This design comes from an exercise in tuning for small area and a short achievable clock period on the open sky130 flow, not from production work.
Function was checked by simulation only, so behaviour that the tests miss may differ from the original.
Power is estimated from default activity; no workload was simulated.

**design/flow/design.v**
```verilog
`timescale 1ns/10ps
module D_FF (q, d, reset, clk);
	output reg q;
	input d, reset, clk;
	always_ff @(posedge clk)
	if (reset)
	q <= 0;  
	else
	q <= d;  
endmodule
`timescale 1ns/10ps
module oneRegister(out, in, reset, clk);
	input logic in;
	input logic clk, reset;
	output logic out;
	D_FF flipflop(.q(out), .d(in), .reset(1'b0), .clk(clk));
endmodule
`timescale 1ns/10ps
module adjustRegister #(parameter size = 64)(out, in, reset, clk);
	input logic [size-1:0]in;
	input logic clk, reset;
	output logic [size-1:0]out;
	genvar i;
	generate 
		for(i=0; i<size; i++) begin : regi
			D_FF flipflop(.q(out[i]), .d(in[i]), .reset, .clk(clk));
		end
	endgenerate
endmodule
`timescale 1ns/10ps
module mux2_1(out, in, sel);
		output logic out;
		input logic [1:0]in;
		input logic sel;
		logic nsel;
		logic andOut0, andOut1;
		not not0(nsel, sel); 
		and and0(andOut0, in[0], nsel);
		and and1(andOut1, in[1], sel);
		or or0(out, andOut0, andOut1);
endmodule
`timescale 1ns/10ps
module mux4_1(out, in, sel);
		output logic out;
		input logic [3:0]in;
		input logic [1:0]sel;
		logic [1:0]v;
		mux2_1 m0(.out(v[0]), .in(in[1:0]), .sel(sel[0]));
		mux2_1 m1(.out(v[1]), .in(in[3:2]), .sel(sel[0]));
		mux2_1 m (.out(out), .in(v[1:0]), .sel(sel[1]));
endmodule
`timescale 1ns/10ps
module mux8_1(out, in, sel);
		output logic out;
		input logic [7:0] in;
		input logic [2:0] sel;
		logic [1:0]v;
		mux4_1 m0(.out(v[0]), .in(in[3:0]), .sel(sel[1:0]));
		mux4_1 m1(.out(v[1]), .in(in[7:4]), .sel(sel[1:0]));
		mux2_1 m (.out(out), .in(v[1:0]), .sel(sel[2]));
endmodule
`timescale 1ns/10ps
module mux32_1(out,in, sel);
	input logic [31:0]in;
	input logic [4:0] sel;
	output logic out;
	logic [3:0]v;
	mux8_1 m0(.out(v[0]), .in(in[7:0]), .sel(sel[2:0]));
	mux8_1 m1(.out(v[1]), .in(in[15:8]), .sel(sel[2:0]));
	mux8_1 m2(.out(v[2]), .in(in[23:16]), .sel(sel[2:0]));
	mux8_1 m3(.out(v[3]), .in(in[31:24]), .sel(sel[2:0]));
	mux4_1 m4(.out(out), .in(v[3:0]), .sel(sel[4:3]));
endmodule 
`timescale 1ns/10ps
module mux2_1x5(out, in, sel);
	input logic [1:0][4:0] in;
	input logic sel;
	output logic [4:0]out;
	genvar i,j;
	generate 
		for(i=0; i<5; i++) begin : loop1
			logic [1:0] bits2;
			for(j=0; j<2; j++) begin :loop2
				assign bits2[j] = in[j][i];
			end
			mux2_1 m0(.out(out[i]), .in(bits2), .sel);
		end
	endgenerate
endmodule
`timescale 1ns/10ps
module mux2_1x64(out, in, sel);
	input logic [1:0][63:0] in;
	input logic sel;
	output logic [63:0]out;
	genvar i,j;
	generate 
		for(i=0; i<64; i++) begin : loop1
			logic [1:0] bits2;
			for(j=0; j<2; j++) begin :loop2
				assign bits2[j] = in[j][i];
			end
			mux2_1 m0(.out(out[i]), .in(bits2), .sel);
		end
	endgenerate
endmodule
`timescale 1ns/10ps
module mux4_1x64(out, in, sel);
	input logic [3:0][63:0] in;
	input logic [1:0]sel;
	output logic [63:0]out;
	genvar i,j;
	generate 
		for(i=0; i<64; i++) begin : loop1
			logic [3:0] bits4;
			for(j=0; j<4; j++) begin :loop2
				assign bits4[j] = in[j][i];
			end
			mux4_1 m0(.out(out[i]), .in(bits4), .sel);
		end
	endgenerate
endmodule
`timescale 1ns/10ps
module fullAdder (s, A, B, c_in, c_out);
	input logic A, B, c_in;
	output logic s, c_out;
	logic sxor0, sand0, sand1;
	xor xor0(sxor0, A, B);
	and and0(sand0, A, B);
	xor xor1(s, sxor0, c_in);
	and and1(sand1, sxor0, c_in);
	or or0(c_out, sand1, sand0);
endmodule
`timescale 1ns/10ps
module add_64(s, A, B, cntl, c_out);
	input logic cntl;
	input logic [63:0] A, B;
	output logic [63:0] s;
	output logic [63:0] c_out;
	logic [63:0] rxor;
	xor xor0(rxor[0], B[0], cntl);
	fullAdder full(.s(s[0]), .A(A[0]), .B(rxor[0]), .c_in(cntl), .c_out(c_out[0])); 
	genvar i;
	generate 
		for(i=1; i<64; i++) begin : adder
			xor xor0(rxor[i], B[i], cntl);
			fullAdder full(.s(s[i]), .A(A[i]), .B(rxor[i]), .c_in(c_out[i-1]), .c_out(c_out[i])); 
		end
	endgenerate
endmodule
`timescale 1ns/10ps
module enableDff(out, in, enable, clk, reset);
	input logic in, enable, clk, reset;
	output logic out;
	logic d;
	mux2_1 m(.out(d), .in({in, out}), .sel(enable));
	D_FF flipflop(.q(out), .d(d), .reset, .clk);
endmodule
module zeroIden(result, zero);
	input logic [63:0] result;
	output logic zero;
	assign zero = ~(|result);
endmodule
module signExtension(in, out);
	input logic [31:0] in;
	output logic [63:0] out;
	assign out = {{32{in[31]}}, in};
endmodule
module shiftLeft(in, out);
	input logic [63:0] in;
	output logic [63:0] out;
	assign out = {in[61:0], 2'b00};
endmodule
module mux8_1x32(out, in, sel);
	input logic [7:0][31:0] in;
	input logic [2:0] sel;
	output logic [31:0] out;
	genvar i, j;
	generate
		for (i = 0; i < 32; i++) begin : loop1
			logic [7:0] bits8;
			for (j = 0; j < 8; j++) begin : loop2
				assign bits8[j] = in[j][i];
			end
			mux8_1 m0(.out(out[i]), .in(bits8), .sel);
		end
	endgenerate
endmodule
module MEM_WB_Register(ReadData_WB, address_WB, RegWrite_WB, MemtoReg_WB, Rd_WB, Add2Reg_WB, Add_offset_WB, Add_4_WB,
		ReadData_MEM, address_MEM, RegWrite_MEM, MemtoReg_MEM, Rd_MEM, Add2Reg_MEM, Add_offset_MEM, Add_4_MEM, clk, reset);
	output logic [63:0] ReadData_WB, address_WB, Add_offset_WB, Add_4_WB;
	output logic RegWrite_WB, MemtoReg_WB, Add2Reg_WB;
	output logic [4:0] Rd_WB;
	input logic [63:0] ReadData_MEM, address_MEM, Add_offset_MEM, Add_4_MEM;
	input logic RegWrite_MEM, MemtoReg_MEM, Add2Reg_MEM;
	input logic [4:0] Rd_MEM;
	input logic clk, reset;
	adjustRegister #(64) adjReg0 (.out(ReadData_WB), .in(ReadData_MEM), .reset, .clk);
	adjustRegister #(64) adjReg1 (.out(address_WB), .in(address_MEM), .reset, .clk);
	adjustRegister #(64) adjReg2 (.out(Add_offset_WB), .in(Add_offset_MEM), .reset, .clk);
	adjustRegister #(64) adjReg3 (.out(Add_4_WB), .in(Add_4_MEM), .reset, .clk);
	adjustRegister #(5)  adjReg4 (.out(Rd_WB), .in(Rd_MEM), .reset, .clk);
	oneRegister Reg0(.out(RegWrite_WB), .in(RegWrite_MEM), .reset, .clk);
	oneRegister Reg1(.out(MemtoReg_WB), .in(MemtoReg_MEM), .reset, .clk);
	oneRegister Reg2(.out(Add2Reg_WB), .in(Add2Reg_MEM), .reset, .clk);
endmodule
module WB_IMD(Mux_Reg, Rd_WB, RegWrite_WB, Mux_Reg_IMD, Rd_IMD, RegWrite_IMD, clk, reset);
	input logic [63:0] Mux_Reg;
	input logic [4:0] Rd_WB;
	input logic RegWrite_WB, clk, reset;
	output logic [63:0] Mux_Reg_IMD;
	output logic [4:0] Rd_IMD;
	output logic RegWrite_IMD;
	adjustRegister #(64) adjReg0 (.out(Mux_Reg_IMD), .in(Mux_Reg), .reset, .clk);
	adjustRegister #(5)  adjReg1 (.out(Rd_IMD), .in(Rd_WB), .reset, .clk);
	adjustRegister #(1)  adjReg2 (.out(RegWrite_IMD), .in(RegWrite_WB), .reset, .clk);
endmodule
`timescale 1ns/10ps
module decoder(Register, RegWrite, WriteReg);
	input logic [4:0] WriteReg;
	input logic RegWrite;
	output logic [30:0]Register;
	genvar i,j;
	generate 
		for(i=0; i<31; i++) begin : dec
			logic outAnd;
			logic [4:0]bits5;
			for(j=0; j<5; j++) begin : gg
				xnor xnor0(bits5[j], WriteReg[j], i[j]);
			end
			and and0(outAnd, bits5[0], bits5[1], bits5[2],bits5[3]);
			and and1(Register[i], RegWrite, outAnd, bits5[4]);
		end
	endgenerate
endmodule
`timescale 1ns/10ps
module register (out, in, enable, clock);
	input logic [63:0]in;
	input logic clock, enable;
	output logic [63:0]out;
	logic nenable, andIn, andOut;
	not not0(nenable, enable);
	genvar i;
	generate 
		for(i=0; i<64; i++) begin : regi
			logic [1:0]andre;
			logic orOut;
			and and0(andre[0], enable, in[i]);
			and and1(andre[1], nenable, out[i]);
			or or0(orOut, andre[0], andre[1]);
			D_FF flipflop(.q(out[i]), .d(orOut), .reset(1'b0), .clk(clock));
		end
	endgenerate
endmodule
`timescale 1ns/10ps
module regfile(ReadRegister1, ReadRegister2, WriteRegister, WriteData, RegWrite, ReadData1, ReadData2, clk);
	input logic clk;
	input logic [4:0] ReadRegister1, ReadRegister2, WriteRegister;
	input logic [63:0] WriteData;
	input logic RegWrite;
	output logic [63:0] ReadData1, ReadData2;
	logic [30:0] enregisters;
	logic [31:0][63:0] resreg;
	decoder dec(.Register(enregisters), .RegWrite, .WriteReg(WriteRegister));
	assign resreg[31] = 0;
	genvar j;
	generate
		for (j = 0; j < 31; j++) begin : regis
        	register regs(.out(resreg[j]), .in(WriteData), .enable(enregisters[j]), .clock(clk));
		end
	endgenerate
	genvar i,z;
	generate
		for (i = 0; i < 64; i++) begin : mux64_32
			logic [31:0] resregOut;
			for (z = 0; z < 32 ; z++) begin : loop
				assign resregOut[z] = (resreg[z][i]);
			end 
        mux32_1 mux_1_64_32 (.out(ReadData1[i]), .in(resregOut), .sel(ReadRegister1));
		  mux32_1 mux_2_64_32 (.out(ReadData2[i]), .in(resregOut), .sel(ReadRegister2));
		end
	endgenerate
endmodule 
`timescale 1ns/10ps
module operation(A, B, cntrl, result, overflow, carry_out);
	input logic [63:0] A,B;
	input logic [2:0]cntrl;
	output logic overflow, carry_out;
	output logic [63:0] result;
	logic [7:0][63:0] temp;
	logic [63:0] tempand, tempor, tempxor, tempadd_sub, tempsub, c_out;
	logic flow;
	assign temp[0] = B;
	assign temp[1] = 64'd0;  
	assign temp[7] = 64'd0;  
	add_64 add_sub (.s(tempadd_sub), .A, .B, .cntl(cntrl[0]), .c_out);
	assign temp[2] = tempadd_sub;
	assign temp[3] = tempadd_sub;
	assign carry_out = c_out[63];
	xor xor1(flow, c_out[62], c_out[63]);
	assign overflow = flow;
	genvar i,j;
	generate 
		for(i=0; i<64; i++) begin : tadd
			and and0(tempand[i], A[i], B[i]);
		end
		assign temp[4] = tempand;
		for(i=0; i<64; i++) begin : top
			or or0(tempor[i], A[i], B[i]);
		end
		assign temp[5] = tempor;
		for(i=0; i<64; i++) begin : txor
			xor xor0(tempxor[i], A[i], B[i]);
		end
		assign temp[6] = tempxor;
		for(i=0; i<64; i++) begin :mux8
			logic [7:0] bits8;
			for(j=0; j<8; j++) begin :bits
				assign bits8[j] = temp[j][i];
			end
			mux8_1 dec(.out(result[i]), .in(bits8), .sel(cntrl));
		end 
	endgenerate
endmodule
`timescale 1ns/10ps
module alu(A, B, cntrl, result, negative, zero, overflow, carry_out);
	input logic [63:0] A, B;
	input logic [2:0] cntrl;
	output logic negative, zero, overflow, carry_out;
	output logic [63:0] result;
	operation opr(.A, .B, .cntrl, .result, .overflow, .carry_out);
	zeroIden iden(.result, .zero);
	assign negative = result[63];
endmodule
`timescale 1ns/10ps
module control(Opcode, Reg2Loc, Uncondbranch, Branch, MemRead, 
MemtoReg, ALUOp, MemWrite, ALUSrc, RegWrite, contCBZ, contBLT, Reg2PC, Add2Reg, enable, signEx);
	input logic [10:0]Opcode;
	output logic   Reg2Loc, 
						Uncondbranch,
						Branch, 
						MemRead, 
						MemtoReg,  
						MemWrite, 
						ALUSrc,	
						RegWrite,
						contCBZ,
						contBLT,
						Reg2PC,
						Add2Reg,
						enable;
	output logic [2:0]ALUOp;
	output logic [2:0]signEx; 
	parameter  ADDI = 11'b1001000100x,
					ADDS = 11'b10101011000,
					B    = 11'b000101xxxxx,
					B_LT = 11'b01010100xxx, 
					BL   = 11'b100101xxxxx,
					BR   = 11'b11010110000,
					CBZ  = 11'b10110100xxx,
					LDUR = 11'b11111000010,
					STUR = 11'b11111000000,
					SUBS = 11'b11101011000;
	always_comb begin
		Reg2Loc  = 1'b0;
		Uncondbranch = 1'b0;
		Branch   = 1'b0;
		MemRead  = 1'b0;
		MemtoReg = 1'b0;
		ALUOp    = 3'b000;
		MemWrite = 1'b0;
		ALUSrc   = 1'b0;
		RegWrite = 1'b0;
		contCBZ  = 1'b0;
		contBLT  = 1'b0;
		Add2Reg  = 1'b0;
		Reg2PC   = 1'b0;
		enable   = 1'b0;
		signEx   = 3'b000;
		casex(Opcode)
			ADDI: begin 
						Reg2Loc  = 1'b1;
						Uncondbranch = 1'b0;
						Branch   = 1'b0;
						MemRead  = 1'b0;
						MemtoReg = 1'b0;
						ALUOp    = 3'b010; 
						MemWrite = 1'b0;
						ALUSrc   = 1'b1;
						RegWrite = 1'b1;
						contCBZ  = 1'b0;
						contBLT  = 1'b0;
						Add2Reg   = 1'b0;
						Reg2PC   = 1'b0;
						enable   = 1'b0;
						signEx   = 3'b001;
			end 
			ADDS: begin
						Reg2Loc  = 1'b0;
						Uncondbranch = 1'b0;
						Branch   = 1'b0;
						MemRead  = 1'b0;
						MemtoReg = 1'b0;
						ALUOp    = 3'b010;
						MemWrite = 1'b0;
						ALUSrc   = 1'b0;
						RegWrite = 1'b1;
						contCBZ  = 1'b0;
						contBLT  = 1'b0;
						Add2Reg   = 1'b0;
						Reg2PC   = 1'b0;
						enable   = 1'b1;
						signEx   = 3'b000;
			end 
			B: begin
						Reg2Loc  = 1'b0;
						Uncondbranch = 1'b1;
						Branch   = 1'b0;
						MemRead  = 1'b0;
						MemtoReg = 1'b0;
						ALUOp    = 3'b000;
						MemWrite = 1'b0;
						ALUSrc   = 1'b0;
						RegWrite = 1'b0;
						contCBZ  = 1'b0;
						contBLT  = 1'b0;
						Add2Reg   = 1'b0;
						Reg2PC   = 1'b0;
						enable   = 1'b0;
						signEx   = 3'b010;
			end 
			B_LT: begin   
						Reg2Loc  = 1'b0;
						Uncondbranch = 1'b0;
						Branch   = 1'b1;
						MemRead  = 1'b0;
						MemtoReg = 1'b0;
						ALUOp    = 3'b000;
						MemWrite = 1'b0;
						ALUSrc   = 1'b0;
						RegWrite = 1'b0;
						contCBZ  = 1'b0;
						contBLT  = 1'b1;
						Add2Reg   = 1'b0;
						Reg2PC   = 1'b0;
						enable   = 1'b0;
						signEx   = 3'b011;
			end 
			BL: begin
						Reg2Loc  = 1'b0;
						Uncondbranch = 1'b1;
						Branch   = 1'b0;
						MemRead  = 1'b0;
						MemtoReg = 1'b0;
						ALUOp    = 3'b000;
						MemWrite = 1'b0;
						ALUSrc   = 1'b0;
						RegWrite = 1'b1;
						contCBZ  = 1'b0;
						contBLT  = 1'b0;
						Add2Reg   = 1'b1;
						Reg2PC   = 1'b0;
						enable   = 1'b0;
						signEx   = 3'b010;
			end 
			BR: begin
						Reg2Loc  = 1'b1;
						Uncondbranch = 1'b1;
						Branch   = 1'b0;
						MemRead  = 1'b0;
						MemtoReg = 1'b0;
						ALUOp    = 3'b000;
						MemWrite = 1'b0;
						ALUSrc   = 1'b0;
						RegWrite = 1'b0;
						contCBZ  = 1'b0;
						contBLT  = 1'b0;
						Add2Reg   = 1'b0;
						Reg2PC   = 1'b1;
						enable   = 1'b0;
						signEx   = 3'b101; 
			end 
			CBZ: begin
						Reg2Loc  = 1'b1;
						Uncondbranch = 1'b0;
						Branch   = 1'b1;
						MemRead  = 1'b0;
						MemtoReg = 1'b0;
						ALUOp    = 3'b000;
						MemWrite = 1'b0;
						ALUSrc   = 1'b0;
						RegWrite = 1'b0;
						contCBZ  = 1'b1;
						contBLT  = 1'b0;
						Add2Reg   = 1'b0;
						Reg2PC   = 1'b0;
						enable   = 1'b0;
						signEx   = 3'b011;
			end 
			LDUR: begin
						Reg2Loc  = 1'b1;
						Uncondbranch = 1'b0;
						Branch   = 1'b0;
						MemRead  = 1'b1;
						MemtoReg = 1'b1;
						ALUOp    = 3'b010; 
						MemWrite = 1'b0;
						ALUSrc   = 1'b1;
						RegWrite = 1'b1;
						contCBZ  = 1'b0;
						contBLT  = 1'b0;
						Add2Reg   = 1'b0;
						Reg2PC   = 1'b0;
						enable   = 1'b0;
						signEx   = 3'b100;
			end 
			STUR: begin
						Reg2Loc  = 1'b1;
						Uncondbranch = 1'b0;
						Branch   = 1'b0;
						MemRead  = 1'b1;
						MemtoReg = 1'b1;
						ALUOp    = 3'b010;
						MemWrite = 1'b1;
						ALUSrc   = 1'b1;
						RegWrite = 1'b0;
						contCBZ  = 1'b0;
						contBLT  = 1'b0;
						Add2Reg   = 1'b0;
						Reg2PC   = 1'b0;
						enable   = 1'b0;
						signEx   = 3'b100;
			end 
			SUBS: begin
						Reg2Loc  = 1'b0;
						Uncondbranch = 1'b0;
						Branch   = 1'b0;
						MemRead  = 1'b0;
						MemtoReg = 1'b0;
						ALUOp    = 3'b011;
						MemWrite = 1'b0;
						ALUSrc   = 1'b0;
						RegWrite = 1'b1;
						Add2Reg   = 1'b0;
						Reg2PC   = 1'b0;
						enable   = 1'b1;
						signEx   = 3'b000;
			end
		endcase
	end 
endmodule
`timescale 1ns/10ps
module forward_Unit(forward1, forward2, Rn_EX, Rm_EX, Rd_EX, Rd_MEM, Rd_WB, RegWrite_MEM, RegWrite_WB, Rd_IMD, RegWrite_IMD);
	input logic [4:0] Rn_EX, Rm_EX, Rd_MEM, Rd_WB, Rd_EX, Rd_IMD;
	input logic RegWrite_MEM, RegWrite_WB, RegWrite_IMD;
	output logic [1:0] forward1, forward2;
	logic EX_MEM_RegRd0, EX_MEM_RegRd1, EX_MEM_RegRd2,
			MEM_WB_RegRd0, MEM_WB_RegRd1, MEM_WB_RegRd2,
			IMD_RegRd0, IMD_RegRd2;
	logic [1:0]case1, case2, case3;
	logic [4:0]comp0, comp1, comp2, comp3, comp4, comp5;
	logic [2:0]compFAC1, compFBC1, compFAC2, compFBC2;
	logic andR0, andR1, andR2, andR3;
	and and0(EX_MEM_RegRd0, Rd_MEM[0], Rd_MEM[1], Rd_MEM[2], Rd_MEM[3]);
	nand and1(EX_MEM_RegRd2, EX_MEM_RegRd0, Rd_MEM[4]);
	and and3(MEM_WB_RegRd0, Rd_WB[0], Rd_WB[1], Rd_WB[2], Rd_WB[3]);
	nand and4(MEM_WB_RegRd2, MEM_WB_RegRd0, Rd_WB[4]);
	and and30(IMD_RegRd0, Rd_IMD[0], Rd_IMD[1], Rd_IMD[2], Rd_IMD[3]);
	nand and31(IMD_RegRd2, IMD_RegRd0, Rd_IMD[4]);
	genvar i;
	generate
	for (i = 0; i < 5; i++) begin : loop0
		xnor xnor0(comp0[i], Rd_MEM[i], Rn_EX[i]);
		xnor xnor1(comp1[i], Rd_MEM[i], Rm_EX[i]);
		xnor xnor2(comp2[i], Rd_WB[i], Rn_EX[i]);
		xnor xnor3(comp3[i], Rd_WB[i], Rm_EX[i]);
		xnor xnor4(comp4[i], Rd_IMD[i], Rn_EX[i]);
		xnor xnor5(comp5[i], Rd_IMD[i], Rm_EX[i]);
		end
	endgenerate
	logic case1_0, case1_1, case2_0, case2_1;
	and and6(compFAC1[0], comp0[0], comp0[1], comp0[2]);
	and and7(compFAC1[1], comp0[3], comp0[4]);
	and and8(compFAC1[2], compFAC1[0], compFAC1[1]);
	and and9(case1[0], compFAC1[2], EX_MEM_RegRd2, RegWrite_MEM); 
	not no0(case1_0, case1[0]);
	and and10(compFBC1[0], comp1[0], comp1[1], comp1[2]);
	and and11(compFBC1[1], comp1[3], comp1[4]);
	and and12(compFBC1[2], compFBC1[0], compFBC1[1]);
	and and13(case1[1], compFBC1[2], EX_MEM_RegRd2, RegWrite_MEM); 
	not no1(case1_1, case1[1]);
	and and14(compFAC2[0], comp2[0], comp2[1], comp2[2]);
	and and15(compFAC2[1], comp2[3], comp2[4]);
	and and16(compFAC2[2], compFAC2[0], compFAC2[1]);
	and and17(case2[0], compFAC2[2], MEM_WB_RegRd2, RegWrite_WB, case1_0);
	not no2(case2_0, case2[0]);
	and and18(compFBC2[0], comp3[0], comp3[1], comp3[2]);
	and and19(compFBC2[1], comp3[3], comp3[4]);
	and and20(compFBC2[2], compFBC2[0], compFBC2[1]);
	and and21(case2[1], compFBC2[2], MEM_WB_RegRd2, RegWrite_WB, case1_1);
	not no3(case2_1, case2[1]);
	and and22(andR0, comp4[0], comp4[1], comp4[2], comp4[3]);
	and and23(andR1, andR0, comp4[4], IMD_RegRd2);
	and and24(case3[0], andR1, case1_0, case2_0, RegWrite_IMD);
	and and26(andR2, comp5[0], comp5[1], comp5[2], comp5[3]);
	and and27(andR3, andR2, comp4[4], IMD_RegRd2);
	and and28(case3[1], andR3, case1_1, case2_1, RegWrite_IMD);
	or or0(forward1[1], case1[0], case3[0]); 
	or or1(forward1[0], case2[0], case3[0]); 
	or or2(forward2[1], case1[1], case3[1]); 
	or or3(forward2[0], case2[1], case3[1]); 
endmodule
`timescale 1ns/10ps
module match(ImdRegData, Rd_IMD, Rm_EX, RegWrite_IMD);
	input logic [4:0]Rd_IMD, Rm_EX;
	input logic RegWrite_IMD;
	output logic ImdRegData;
	logic [4:0] comp0;
	logic andR;
	genvar i;
	generate
	for (i = 0; i < 5; i++) begin : loop0
		xnor xnor0(comp0[i], Rd_IMD[i], Rm_EX[i]);
		end
	endgenerate 
	and and6(andR, comp0[0], comp0[1], comp0[2]);
	and and7(ImdRegData, andR, comp0[4], RegWrite_IMD);
endmodule
`timescale 1ns/10ps
module pc(in, out, clk, reset);
	input logic [63:0]in;
	input logic clk, reset;
	output logic [63:0]out;
	genvar i;
	generate 
	for (i=0; i<64; i++) begin : loop
		D_FF DFF(.q(out[i]), .d(in[i]), .reset, .clk);
		end 
	endgenerate
endmodule
`timescale 1ns/10ps
module IF_ID_Register(Inst_ID, PC_out_ID, Add_4_ID, Inst_IF, PC_out_IF, Add_4_IF, clk, reset);
	output logic [31:0]Inst_ID;
	output logic [63:0]PC_out_ID, Add_4_ID;
	input logic [31:0]Inst_IF;
	input logic [63:0]PC_out_IF, Add_4_IF;
	input logic clk, reset;
	adjustRegister #(32) adjReg0 (.out(Inst_ID), .in(Inst_IF), .reset, .clk);
	adjustRegister #(64) adjReg1 (.out(PC_out_ID), .in(PC_out_IF), .reset, .clk);
	adjustRegister #(64) adjReg2 (.out(Add_4_ID), .in(Add_4_IF), .reset, .clk);
endmodule
`timescale 1ns/10ps
module ID_EX_Register(Rd_ALU_mux_EX, Rd1_Reg_out_EX, Rn_EX, Rm_EX, Rd_EX, Rd2_Reg_out_EX, Add_4_EX, Reg2Loc_EX,
							 MemtoReg_EX, MemWrite_EX, Reg2PC_EX, enable_EX, RegWrite_EX, ALUOp_EX, Add2Reg_EX, SignExtend_EX, ALUSrc_EX,
							 Write_Data_EX, Add_offset_EX, Uncondbranch_EX, Branch_EX, MemRead_EX, BranchDFF_EX, 
							 Rd_ALU_mux_ID, Rd1_Reg_out_ID, Rn_ID, Rm_ID, Rd_ID, Rd2_Reg_out_ID, Reg2Loc,
							 Write_Data_ID, Add_offset_ID,  Uncondbranch_ID, Branch_ID, MemRead_ID, Add_4_ID,
							 MemtoReg_ID, MemWrite_ID, Reg2PC_ID, enable_ID, RegWrite_ID, ALUOp_ID, BranchDFF,
							 Add2Reg_ID, SignExtend_ID, ALUSrc_ID, reset, clk);
	output logic [4:0] Rn_EX, Rm_EX, Rd_EX; 
	output logic [63:0] Rd_ALU_mux_EX, Rd1_Reg_out_EX, Rd2_Reg_out_EX, SignExtend_EX, 
								Write_Data_EX, Add_offset_EX, Add_4_EX; 
	output logic Uncondbranch_EX, Branch_EX, MemRead_EX, BranchDFF_EX, Reg2Loc_EX,
			MemtoReg_EX, MemWrite_EX, Reg2PC_EX, enable_EX, RegWrite_EX, Add2Reg_EX, ALUSrc_EX;
	output logic [2:0] ALUOp_EX;
	input logic [4:0] Rn_ID, Rm_ID, Rd_ID; 
	input logic [63:0] Rd_ALU_mux_ID, Rd1_Reg_out_ID, Rd2_Reg_out_ID, SignExtend_ID, 
								Add_4_ID, Write_Data_ID, Add_offset_ID;
	input logic Uncondbranch_ID, Branch_ID, MemRead_ID, BranchDFF, Reg2Loc,
			MemtoReg_ID, MemWrite_ID, Reg2PC_ID, enable_ID, RegWrite_ID, Add2Reg_ID, ALUSrc_ID;
	input logic [2:0] ALUOp_ID;
	input logic reset, clk;
	adjustRegister #(5) adjReg0 (.out(Rn_EX), .in(Rn_ID), .reset, .clk);
	adjustRegister #(5) adjReg1 (.out(Rm_EX), .in(Rm_ID), .reset, .clk);
	adjustRegister #(5) adjReg2 (.out(Rd_EX), .in(Rd_ID), .reset, .clk);
	adjustRegister #(64) adjReg3(.out(Rd_ALU_mux_EX), .in(Rd_ALU_mux_ID), .reset, .clk);
	adjustRegister #(64) adjReg4(.out(Rd1_Reg_out_EX), .in(Rd1_Reg_out_ID), .reset, .clk);
	adjustRegister #(64) adjReg5(.out(Rd2_Reg_out_EX), .in(Rd2_Reg_out_ID), .reset, .clk);
	adjustRegister #(64) adjReg6(.out(SignExtend_EX), .in(SignExtend_ID), .reset, .clk);
	adjustRegister #(64) adjReg7(.out(Write_Data_EX), .in(Write_Data_ID), .reset, .clk);
	adjustRegister #(64) adjReg8(.out(Add_offset_EX), .in(Add_offset_ID), .reset, .clk);
	adjustRegister #(64) adjReg10(.out(Add_4_EX), .in(Add_4_ID), .reset, .clk);
	oneRegister Reg0 (.out(Uncondbranch_EX), .in(Uncondbranch_ID), .reset, .clk);
	oneRegister Reg1  (.out(Branch_EX), .in(Branch_ID), .reset, .clk);
	oneRegister Reg2 (.out(MemRead_EX), .in(MemRead_ID), .reset, .clk);
	oneRegister Reg3 (.out(MemtoReg_EX), .in(MemtoReg_ID), .reset, .clk);
	oneRegister Reg4 (.out(MemWrite_EX), .in(MemWrite_ID), .reset, .clk);
	oneRegister Reg5 (.out(Reg2PC_EX), .in(Reg2PC_ID), .reset, .clk);
	oneRegister Reg6 (.out(enable_EX), .in(enable_ID), .reset, .clk);
	oneRegister Reg7 (.out(RegWrite_EX), .in(RegWrite_ID), .reset, .clk);
	oneRegister Reg8 (.out(Add2Reg_EX), .in(Add2Reg_ID), .reset, .clk);
	oneRegister Reg9 (.out(ALUSrc_EX), .in(ALUSrc_ID), .reset, .clk);
	oneRegister Reg10 (.out(BranchDFF_EX), .in(BranchDFF), .reset, .clk);
	oneRegister Reg11 (.out(Reg2Loc_EX), .in(Reg2Loc), .reset, .clk);
	adjustRegister #(3) adjReg9 (.out(ALUOp_EX), .in(ALUOp_ID), .reset, .clk);
endmodule
`timescale 1ns/10ps
module EX_MEM_Register(address_MEM, Rd2_Reg_out_MEM, RegWrite_MEM, MemtoReg_MEM, MemRead_MEM, Add_offset_MEM, Add_4_MEM,
		Rd_MEM, MemWrite_MEM, BranchDFF_MEM, Add2Reg_MEM, Add_offset_EX, BranchDFF_EX, Add_4_EX,
		address_EX, Rd2_Reg_out_EX, RegWrite_EX, MemtoReg_EX, MemRead_EX, Rd_EX, MemWrite_EX, 
		Add2Reg_EX, clk, reset);
	output logic [63:0] address_MEM, Rd2_Reg_out_MEM, Add_offset_MEM, Add_4_MEM;
	output logic RegWrite_MEM, MemtoReg_MEM, MemRead_MEM, MemWrite_MEM, Add2Reg_MEM, BranchDFF_MEM;
	output logic [4:0] Rd_MEM;
	input logic  [63:0] address_EX, Rd2_Reg_out_EX, Add_offset_EX, Add_4_EX;
	input logic RegWrite_EX, MemtoReg_EX, MemRead_EX, MemWrite_EX, Add2Reg_EX, BranchDFF_EX;
	input logic [4:0] Rd_EX;
	input logic clk, reset;
	adjustRegister  #(64) adjReg0 (.out(address_MEM), .in(address_EX), .reset, .clk);
	adjustRegister  #(64) adjReg1 (.out(Add_offset_MEM), .in(Add_offset_EX), .reset, .clk);
	adjustRegister  #(64) adjReg2 (.out(Rd2_Reg_out_MEM), .in(Rd2_Reg_out_EX), .reset, .clk);
	adjustRegister  #(64) adjReg3 (.out(Add_4_MEM), .in(Add_4_EX), .reset, .clk);
	oneRegister Reg0(.out(RegWrite_MEM), .in(RegWrite_EX), .reset, .clk);
	oneRegister Reg1(.out(MemtoReg_MEM), .in(MemtoReg_EX), .reset, .clk);
	oneRegister Reg2(.out(MemRead_MEM), .in(MemRead_EX), .reset, .clk);
	oneRegister Reg3(.out(MemWrite_MEM), .in(MemWrite_EX), .reset, .clk);
	oneRegister Reg4(.out(Add2Reg_MEM), .in(Add2Reg_EX), .reset, .clk);
	oneRegister Reg5(.out(BranchDFF_MEM), .in(BranchDFF_EX), .reset, .clk);
	adjustRegister #(5) adjReg4 (.out(Rd_MEM), .in(Rd_EX), .reset, .clk);
endmodule
`timescale 1ns/10ps
module CPU_pipeline(clk, reset, imem_addr, imem_data, dmem_addr, dmem_wdata, dmem_we, dmem_re, dmem_rdata);
	input logic clk, reset;
	output logic [63:0] imem_addr;
	input logic [31:0] imem_data;
	output logic [63:0] dmem_addr, dmem_wdata;
	output logic dmem_we, dmem_re;
	input logic [63:0] dmem_rdata;
	logic [31:0] Inst_IF, Inst_ID;
	logic [63:0] Add_4_IF, Rd2_Reg_out, PC_out_ID, Add_4_ID, 
			PC_out_IF, Rd1_Reg_out_ID, Rd_ALU_mux_ID,
			Mux_Reg, Rd_ALU_mux_EX, Rd1_Reg_out_EX, address_EX,
			address_MEM, ReadData_MEM, ReadData_WB, address_WB, Add_4_EX,
			Rd2_Reg_out_ID, Rd2_Reg_out_MEM, Rd2_Reg_out_EX, Add_offset_ID,
			Add_offset_EX, Add_offset_MEM, Add_offset_WB, BLaddress;
	logic [63:0] Mux_Reg_IMD, ImdRegData_result, Add_4_MEM, Add_4_WB;
	logic [4:0] Rn_EX, Rm_EX, Rd_EX, Rd_MEM, Rd_WB;
	logic [4:0] Rn_ID, Rm_ID, Rd_ID; 
	logic Reg2PC, BranchSig, Uncondbranch_ID, Branch_ID, MemRead_ID, 
			MemtoReg_ID, MemWrite_ID, Reg2PC_ID, enable_ID, Uncondbranch_EX,
			Branch_EX, MemRead_EX, MemtoReg_EX, MemWrite_EX, Reg2PC_EX, enable_EX,
			RegWrite_ID, MemWrite_MEM, RegWrite_WB, MemtoReg_WB, RegWrite_EX, 
			MemtoReg_MEM, RegWrite_MEM, MemRead_MEM, Reg2Loc_EX;  
	logic negativeFlag, overflowFlag, BranchDFF_EX;  
	logic [2:0] ALUOp_ID, ALUOp_EX;
	logic [1:0] forward1, forward2;
	logic [4:0]Rd_IMD;
	logic BranchDFF_MEM, ALUSrc_ID, Add2Reg_WB;
	logic [63:0] PC_in, c_out1, Add_PC;
	logic [1:0][63:0] Add_mux;
	logic [1:0][63:0] Reg2PC_mux;
	logic [1:0][63:0] BL_mux;
	assign BL_mux[0] = Add_offset_ID;
	assign BL_mux[1] = Add_offset_WB;
	mux2_1x64 BLmux(.out(BLaddress), .in(BL_mux), .sel(BranchDFF_MEM));
	assign Add_mux[0] = Add_4_IF;
	assign Add_mux[1] = Add_offset_ID;
	mux2_1x64 mux3(.out(Add_PC), .in(Add_mux), .sel(BranchSig)); 
	assign Reg2PC_mux[0]= Add_PC;
	assign Reg2PC_mux[1]= Rd2_Reg_out_ID;
	mux2_1x64 mux0(.out(PC_in), .in(Reg2PC_mux), .sel(Reg2PC_EX)); 
	pc PC(.in(PC_in), .out(PC_out_IF), .clk, .reset);
	add_64 add_4(.s(Add_4_IF), .A(PC_out_IF), .B(64'd4), .cntl(1'b0), .c_out(c_out1));
	assign imem_addr = PC_out_IF;
	assign Inst_IF = imem_data;
	IF_ID_Register Reg0(.Inst_ID, .PC_out_ID, .Add_4_ID, .Inst_IF, .PC_out_IF, .Add_4_IF, .clk, .reset);
	logic zero;
	logic [63:0] Write_Data_ID, Write_Data_EX;
	logic andR0, xBranchDFF, andR1, BranchDFF,  andR2, xorR1, andR3, orR1; 
	logic [2:0] signEx;
	logic  Add2Reg, ALUSrc, Reg2Loc, Add2Reg_ID; 
	logic [31:0] sign_mux_out;
	logic [63:0] SignExtend_ID, shifted, c_out2;
	logic [1:0][63:0] ALUSrc_mux;
	logic [4:0] Rd2_in;
	logic [4:0] WriteReg_in;
	logic contCBZ, contBLT, Add2Reg_EX;  
	logic negative, overflow, carry_out;
	assign Rd_ALU_mux_ID = 64'd0;  
	assign Rn_ID = Inst_ID[9:5];
	assign Rm_ID = Rd2_in;
	assign Rd_ID = Inst_ID[4:0];																																		
	control cntl(.Opcode(Inst_ID[31:21]), .Reg2Loc, 
			.Uncondbranch(Uncondbranch_ID), .Branch(Branch_ID), .MemRead(MemRead_ID), 
			.MemtoReg(MemtoReg_ID), .ALUOp(ALUOp_ID), .MemWrite(MemWrite_ID), .ALUSrc(ALUSrc_ID), .RegWrite(RegWrite_ID), .contCBZ, 
			.contBLT, .Reg2PC(Reg2PC_ID), .Add2Reg(Add2Reg_ID), .enable(enable_ID), .signEx);
	logic [7:0][31:0] Sign_mux;
	assign Sign_mux[0] = 32'b0;
	assign Sign_mux[1] = {{20'b0}, Inst_ID[21:10]}; 
	assign Sign_mux[2] = {{6{Inst_ID[25]}}, Inst_ID[25:0]}; 
	assign Sign_mux[3] = {{13{Inst_ID[23]}}, Inst_ID[23:5]}; 
	assign Sign_mux[4] = {{23{Inst_ID[20]}}, Inst_ID[20:12]}; 
	assign Sign_mux[5] = {{26{Inst_ID[15]}}, Inst_ID[15:10]}; 
	assign Sign_mux[6] = 32'b0;
	assign Sign_mux[7] = 32'b0;
	mux8_1x32 mux6(.out(sign_mux_out), .in(Sign_mux), .sel(signEx));
	signExtension signE(.in(sign_mux_out), .out(SignExtend_ID));
	shiftLeft shift(.in(SignExtend_ID), .out(shifted));
	add_64 addOff(.s(Add_offset_ID), .A(shifted), .B(PC_out_ID), .cntl(1'b0), .c_out(c_out2)); 
	logic [1:0]Branch_Sig_mux;
	zeroIden zeros(.result(Rd2_Reg_out_ID), .zero);
	and and0(andR0, xBranchDFF, Branch_ID, contBLT);
	or  or0(BranchDFF, andR0, Uncondbranch_ID, andR1);
	and and1(andR1, zero, Branch_ID, contCBZ);
	xor xor0(xBranchDFF, negativeFlag, overflowFlag);  
	and and2(andR2, xorR1, Branch_ID, contBLT);
	or  or1(orR1, andR0, Uncondbranch_ID, andR1);
	and and3(andR3, zero, Branch_ID, contCBZ);
	xor xor1(xorR1, negative, overflow);
	assign Branch_Sig_mux[0] = BranchDFF;
	assign Branch_Sig_mux[1] = orR1;
	mux2_1 mux_Branch(.out(BranchSig), .in(Branch_Sig_mux), .sel(enable_EX));
	logic [1:0][4:0] Reg2Loc_mux;
	logic [1:0][4:0] WriteReg_mux;
	assign Reg2Loc_mux[1] = Rd_ID; 
	assign Reg2Loc_mux[0] = Inst_ID[20:16];
	mux2_1x5 mux1(.out(Rd2_in), .in(Reg2Loc_mux), .sel(Reg2Loc)); 
	assign WriteReg_mux[0] = Rd_WB; 
	assign WriteReg_mux[1] = 5'b11110; 
	mux2_1x5 mux7(.out(WriteReg_in), .in(WriteReg_mux), .sel(Add2Reg_WB)); 
	regfile register(.ReadRegister1(Inst_ID[9:5]), .ReadRegister2(Rd2_in), 
							.WriteRegister(WriteReg_in), .WriteData(Write_Data_ID), 
							.RegWrite(RegWrite_WB), .ReadData1(Rd1_Reg_out_ID), 
							.ReadData2(Rd2_Reg_out_ID), .clk);
	logic [1:0][63:0] RC2Reg_mux;
	assign RC2Reg_mux[0] = Mux_Reg; 
	assign RC2Reg_mux[1] = Add_4_WB;
	mux2_1x64 mux2(.out(Write_Data_ID), .in(RC2Reg_mux), .sel(Add2Reg_WB));
	logic ALUSrc_EX;
	logic [63:0] SignExtend_EX;
	ID_EX_Register Reg1(.Rd_ALU_mux_EX, .Rd1_Reg_out_EX, .Rn_EX, .Rm_EX, .Rd_EX, .Rd2_Reg_out_EX, .Add_4_EX, .Reg2Loc_EX,
				.MemtoReg_EX, .MemWrite_EX, .Reg2PC_EX, .enable_EX, .RegWrite_EX, .ALUOp_EX, .Add2Reg_EX, 
				.SignExtend_EX, .ALUSrc_EX, .Write_Data_EX, .Add_offset_EX, .Uncondbranch_EX, .Branch_EX, .MemRead_EX, .BranchDFF_EX,
				.Rd_ALU_mux_ID, .Rd1_Reg_out_ID, .Rn_ID, .Rm_ID, .Rd_ID, .Rd2_Reg_out_ID, 
				.Uncondbranch_ID, .Branch_ID, .MemRead_ID, .MemtoReg_ID, .MemWrite_ID, .Reg2PC_ID, .Add_4_ID, .Reg2Loc,
				.enable_ID, .RegWrite_ID, .ALUOp_ID, .Add2Reg_ID, .SignExtend_ID, .ALUSrc_ID, .Write_Data_ID, .Add_offset_ID, .BranchDFF, .reset(1'b0), .clk);
	logic zeroFlag, carry_outFlag;
	logic [3:0][63:0] mux4_A_in;
	logic [3:0][63:0] mux4_B_in;
	logic [63:0] mux4_A_out, mux4_B_out_EX;
	logic zero_ALU, Add2Reg_MEM, ImdRegData, RegWrite_IMD;
	logic [1:0][63:0] resultALU;
	logic [63:0]result;
	assign mux4_A_in[0] = Rd1_Reg_out_EX; 
	assign mux4_A_in[1] = Mux_Reg;
	assign mux4_A_in[2] = address_MEM;
	assign mux4_A_in[3] = Write_Data_EX;
	mux4_1x64 mux4_A (.out(mux4_A_out), .in(mux4_A_in), .sel(forward1));
	assign mux4_B_in[0] = Rd2_Reg_out_EX; 
	assign mux4_B_in[1] = Mux_Reg; 
	assign mux4_B_in[2] = address_MEM;
	assign mux4_B_in[3] = Write_Data_EX;
	mux4_1x64 mux4_B(.out(mux4_B_out_EX), .in(mux4_B_in), .sel(forward2));
	logic [63:0] Rd_ALU_mux;
	assign ALUSrc_mux[0] = mux4_B_out_EX; 
	assign ALUSrc_mux[1] = SignExtend_EX;
	mux2_1x64 mux4(.out(Rd_ALU_mux), .in(ALUSrc_mux), .sel(ALUSrc_EX));
	alu al(.A(mux4_A_out), .B(Rd_ALU_mux), .cntrl(ALUOp_EX), .
		result, .negative, .zero(zero_ALU), .overflow, .carry_out);
	assign resultALU[0] = result;
	assign resultALU[1] = Add_4_EX;
	mux2_1x64 aluR(.out(address_EX), .in(resultALU), .sel(Add2Reg_EX));
	enableDff en0(.out(negativeFlag), .in(negative), .enable(enable_EX), .clk, .reset);
	enableDff en1(.out(zeroFlag), .in(zero_ALU), .enable(enable_EX), .clk, .reset);
	enableDff en2(.out(overflowFlag), .in(overflow), .enable(enable_EX), .clk, .reset);
	enableDff en3(.out(carry_outFlag), .in(carry_out), .enable(enable_EX), .clk, .reset);
	EX_MEM_Register Reg2(.address_MEM, .Rd2_Reg_out_MEM, .RegWrite_MEM, .MemtoReg_MEM, .MemRead_MEM,
		.Rd_MEM, .MemWrite_MEM, .Add2Reg_MEM, .Add_offset_MEM, .BranchDFF_MEM, .Add_4_MEM,
		.address_EX, .Rd2_Reg_out_EX, .BranchDFF_EX, .Add_4_EX, 
		.RegWrite_EX, .MemtoReg_EX, .MemRead_EX, .Rd_EX, .MemWrite_EX, .Add2Reg_EX, .Add_offset_EX, .clk, .reset);
	assign dmem_addr = address_MEM;
	assign dmem_we = MemWrite_MEM;
	assign dmem_re = MemRead_MEM;
	assign dmem_wdata = Rd2_Reg_out_MEM;
	assign ReadData_MEM = dmem_rdata;
	MEM_WB_Register Reg3(.ReadData_WB, .address_WB, .RegWrite_WB, .MemtoReg_WB, .Rd_WB, .Add2Reg_WB, .Add_offset_WB, .Add_4_WB,
			.ReadData_MEM, .address_MEM, .RegWrite_MEM, .MemtoReg_MEM, .Rd_MEM, .Add2Reg_MEM, .Add_offset_MEM, .Add_4_MEM, .clk, .reset);
	logic [1:0][63:0] MenReg_mux;
	assign MenReg_mux[1] = ReadData_WB;
	assign MenReg_mux[0] = address_WB;
	mux2_1x64 mux5(.out(Mux_Reg), .in(MenReg_mux), .sel(MemtoReg_WB)); 
	forward_Unit forward(.forward1, .forward2, .Rn_EX, .Rm_EX, .Rd_EX, .Rd_MEM, .Rd_WB, .RegWrite_MEM, 
								.RegWrite_WB, .Rd_IMD, .RegWrite_IMD);
	WB_IMD Reg4(.Mux_Reg, .Rd_WB, .RegWrite_WB, .Mux_Reg_IMD, .Rd_IMD, .RegWrite_IMD, .clk, .reset);
	match check(.ImdRegData, .Rd_IMD, .Rm_EX, .RegWrite_IMD);
endmodule
```
**design/flow/run.sh**
```bash
#!/bin/bash
# synth_recipe.tcl (not shown) runs the flow's synth.tcl, then flattens the netlist and writes it again
# the make line also repeats each setting of config.mk as NAME=value (left out here)
make -C /OpenROAD-flow-scripts/flow DESIGN_CONFIG=/design/flow/config.mk WORK_HOME=/design/flow/orfs CLKGATE_MAP_FILE= SYNTH_SCRIPT=/design/flow/synth_recipe.tcl finish
```
**design/flow/config.mk**
```make
export PLATFORM = sky130hd
export DESIGN_NAME = CPU_pipeline
export DESIGN_NICKNAME = CPU_pipeline
export VERILOG_FILES = /design/flow/design.v
export SDC_FILE = /design/flow/constraint.sdc
export NUM_CORES = 4
export LEC_CHECK = 0
export CAP_MARGIN = 20
export CORE_MARGIN = 2
export CORE_UTILIZATION = 40
export SLEW_MARGIN = 20
```
**design/flow/constraint.sdc**
```tcl
create_clock -name core_clock -period 32.0 [get_ports {clk}]
set_input_delay 6.4000 -clock core_clock [delete_from_list [all_inputs] [get_ports {clk}]]
set_output_delay 6.4000 -clock core_clock [all_outputs]
set_load 0.01 [all_outputs]
```
==> impl_metrics.tcl <==
set metrics [dict create \
    status "no timing/DRC/antenna violations" \
    final_cell_mix "1984 x edfxtp_1, 1045 x nand2_1, 925 x dfxtp_1" \
    critPathMostFrequentCell "fa_1" \
    synthesis.yosys.warnings 2 \
    synth_top_area_share_pct 45.3 \
    antenna_found_initial 83 \
    yosysUniqueCellTypes 88 \
    synthCells 9519 \
    dieWidth_um 578 \
    cts_buffers 306 \
    wire_per_inst_um 37.4 \
    ys.flop_type "edfxtp_1" \
    clkLatencyLatePin_ns 0.92 \
    grt_pass1_vias 87000 \
    cp_num_buf_inv 1 \
    period_share_pct 92.9 \
    postCtsSetupBuffers 0 \
    drt-initial-drc-count 14100 \
    worst_path_largest_cell_delay_ns 0.79 \
    ys_ff_latch 2921 \
    hold_viol 0 \
    finalWorstSetupSlack_ns 2.26 \
    power_leakage_nw 50.9 \
    initial_core_util_pct 40.2 \
    ys_seq_area_share_pct 59.5 \
    cp_top_family "adder cells" \
    max_freq_mhz 33.6 \
    vias 91300 \
    io_buffers 291 \
    synth_top_cell_by_area "edfxtp_1" \
    async_reset_ff_share_pct 0 \
    max_slew_margin_pct 17.9 \
    die_y_um 578 \
    firstDrtPassIters 8 \
    vdd_drop_max_v 0.0000465 \
    synth_edf_count 1984 \
    cts_max_level 5 \
    cts_tree "yes" \
    critPathArrivalTime_ns 30.48 \
    slew_violations 0 \
    area.sequential_um2 78400 \
    post_cts_resized 0 \
    fillers 28700 \
    fp.dieArea_um2 334000 \
    syn2layout_area_growth_pct 12.9 \
    ctsLongestPathBuffers 4 \
    tightest_slew_ns 1.23 \
    crit_path_top_delay_cell "buf_4" \
    num_io_pins 292 \
    cts-root-buf "clkbuf_16" \
    rsz0062_at_grt "no" \
    track_usage_pct 31.0 \
    fin_skew_ns 0.0530 \
    fp-row-count 210 \
    synth_top_family_by_area "multiplexers" \
    synth_compound_area_share_pct 6.80 \
    final.min_clock_period_ns 29.74 \
    drv_cap 0 \
    synthMuxAreaShare_pct 17.7 \
    grt_max_degree 189 \
    antenna_left 0 \
    cp_max_fo 51 \
    core_um2 327000 \
    worstSetupPathType "flip-flop to flip-flop" \
    hold_buffers 0 \
    place_ws_ns 2.60 \
    dp_hpwl_mm 330 \
    grt_pass1_wl_mm 717 \
    p_per_area_nw_per_um2 58.7 \
    critPathRequiredTime_ns 32.74 \
    endpoint_kind "flip-flop" \
    multi_input_area_um2 49100 \
    numClockSinks 2921 \
    cp-start-kind "flip-flop" \
    final_common_cell "edfxtp_1" \
    routed_wl_mm 529 \
    num-nets-final 9834 \
    via_per_inst 6.46 \
    fin_tns_setup_ns 0 \
    gp_congestion 0.952 \
    drc 0 \
    syn_nets 9865 \
    clkTransAtPathRegs_ns 0.07 \
    drive_gt1_share_pct 18.8 \
    overflow 0 \
    avgSynthCellArea_um2 13.8 \
    synth-simple-area-share_pct 9.04 \
    setup_viol 0 \
    synthAdderAreaFrac_pct 3.06 \
    synthTopCellsByArea "edfxtp_1 45%, dfxtp_1 14%, mux4_2 12%" \
    synth_area_um2 132000 \
    synthXorXnorAreaFrac_pct 0.233 \
    hp-class "flip-flop to flip-flop" \
]
[cell families after synthesis]
group,Yosys count
flops,2921
simple gates,2526
mux,1413
compound gates,1404
buf+inv,972
fa+ha+maj,248
xor+xnor,35
[worst paths after layout]
check,slack [ns],cells after the start,end,from
max,2.26,78,Reg2.adjReg0.regi[63].flipflop.q,Reg3.adjReg4.regi[3].flipflop.q
min,0.31,0,Reg1.adjReg10.regi[8].flipflop.q,Reg0.adjReg2.regi[8].flipflop.q
max reg2reg,2.26,78,Reg2.adjReg0.regi[63].flipflop.q,Reg3.adjReg4.regi[3].flipflop.q
min reg2reg,0.31,0,Reg1.adjReg10.regi[8].flipflop.q,Reg0.adjReg2.regi[8].flipflop.q
[power breakdown]
part / total (W) / switching (W) / internal, W
sequential: 0.00417 / 0.0000707 / 0.00410
clock: 0.00366 / 0.00155 / 0.00211
combinational: 0.000905 / 0.000588 / 0.000317
total: 0.00873 / 0.00221 / 0.00653
[metal layers]
metal | vias up | track usage [%] | share of wire (%)
met1 | 46700 | 39.5 | 36
met5 | - | 0 | 0.055
met3 | 1511 | 10.1 | 13
met2 | 7088 | 45.4 | 43
li1 | 36000 | - | -
met4 | 38 | 19.8 | 7.3
[synth_stat cells, types with 9 or more instances]
cell and number:
inv_1 76, and2_1 14, a21o_1 20, xor2_1 19, nor4_1 14, nor3_1 31
o211ai_1 44, a311oi_1 55, nor2b_1 502, o221ai_1 14, xnor2_1 16, nand2b_1 16
dfxtp_1 937, nor2_1 390, nand2_1 1047, and3_1 73, mux2i_1 426, buf_4 224
a21oi_1 378, o22ai_1 26, buf_6 16, a22oi_1 52, fa_1 123, a311oi_2 9
a2111oi_0 27, o2111ai_1 11, a32oi_1 33, mux2_2 280, nand4_1 69, and4_1 13
buf_1 106, mux4_2 705, buf_2 130, nand3_1 313, a221oi_1 45, edfxtp_1 1984
a31oi_1 121, clkbuf_1 413, o21ai_1 20, ha_1 125, a211oi_1 112, o21ai_0 353
[cell type report]
type	count	share of cell area (%)
Multi-Input combinational cell	5626	33.0
Antenna cell	77	0.130
Timing Repair Buffer	550	3.44
Sequential cell	2921	52.7
Clock buffer	424	5.89
Inverter	83	0.227
Clock inverter	124	0.913
Tap cell	4346	3.66
[metrics by stage]
stage	std cells	total power [W]	instance area, µm²	hold WS (ns)	util [%]
finish	14200	0.00873	149000	0.310	45.4
global route	14100	0.00892	149000	0.322	45.4
CTS	14100	0.00871	148000	0.319	45.3
detailed placement	13500	0.00512	138000	0.312	42.2
global placement	13500	0.00511	138000	0.310	42.2
floorplan	9519	0.00471	132000	0.310	-

[re-timing with driven ports]
The flow's constraints put no driver on any port. The routed layout listed below was extracted and timed again, unchanged, in two steps.
Step 1 assumes that a clkbuf_16 drives the clock port and a buf_2 every other input.
Step 2 times the ports against the registers' clock, not the clock port: input delays grow and output delays shrink by t, the midpoint of the rising clock arrivals with the driver on.
Slacks: ideal / step 1 / step 2; pairs: ideal / step 1.
t, ns: 1.018
setup slack, ns: 2.263 / 2.263 / 2.263
latest minus earliest clock arrival (ns): 0.053 / 0.053
After both steps this run still meets setup and hold. The setup slack of this run moves by 0.000 ns with the drivers and by 0.000 ns with both steps.
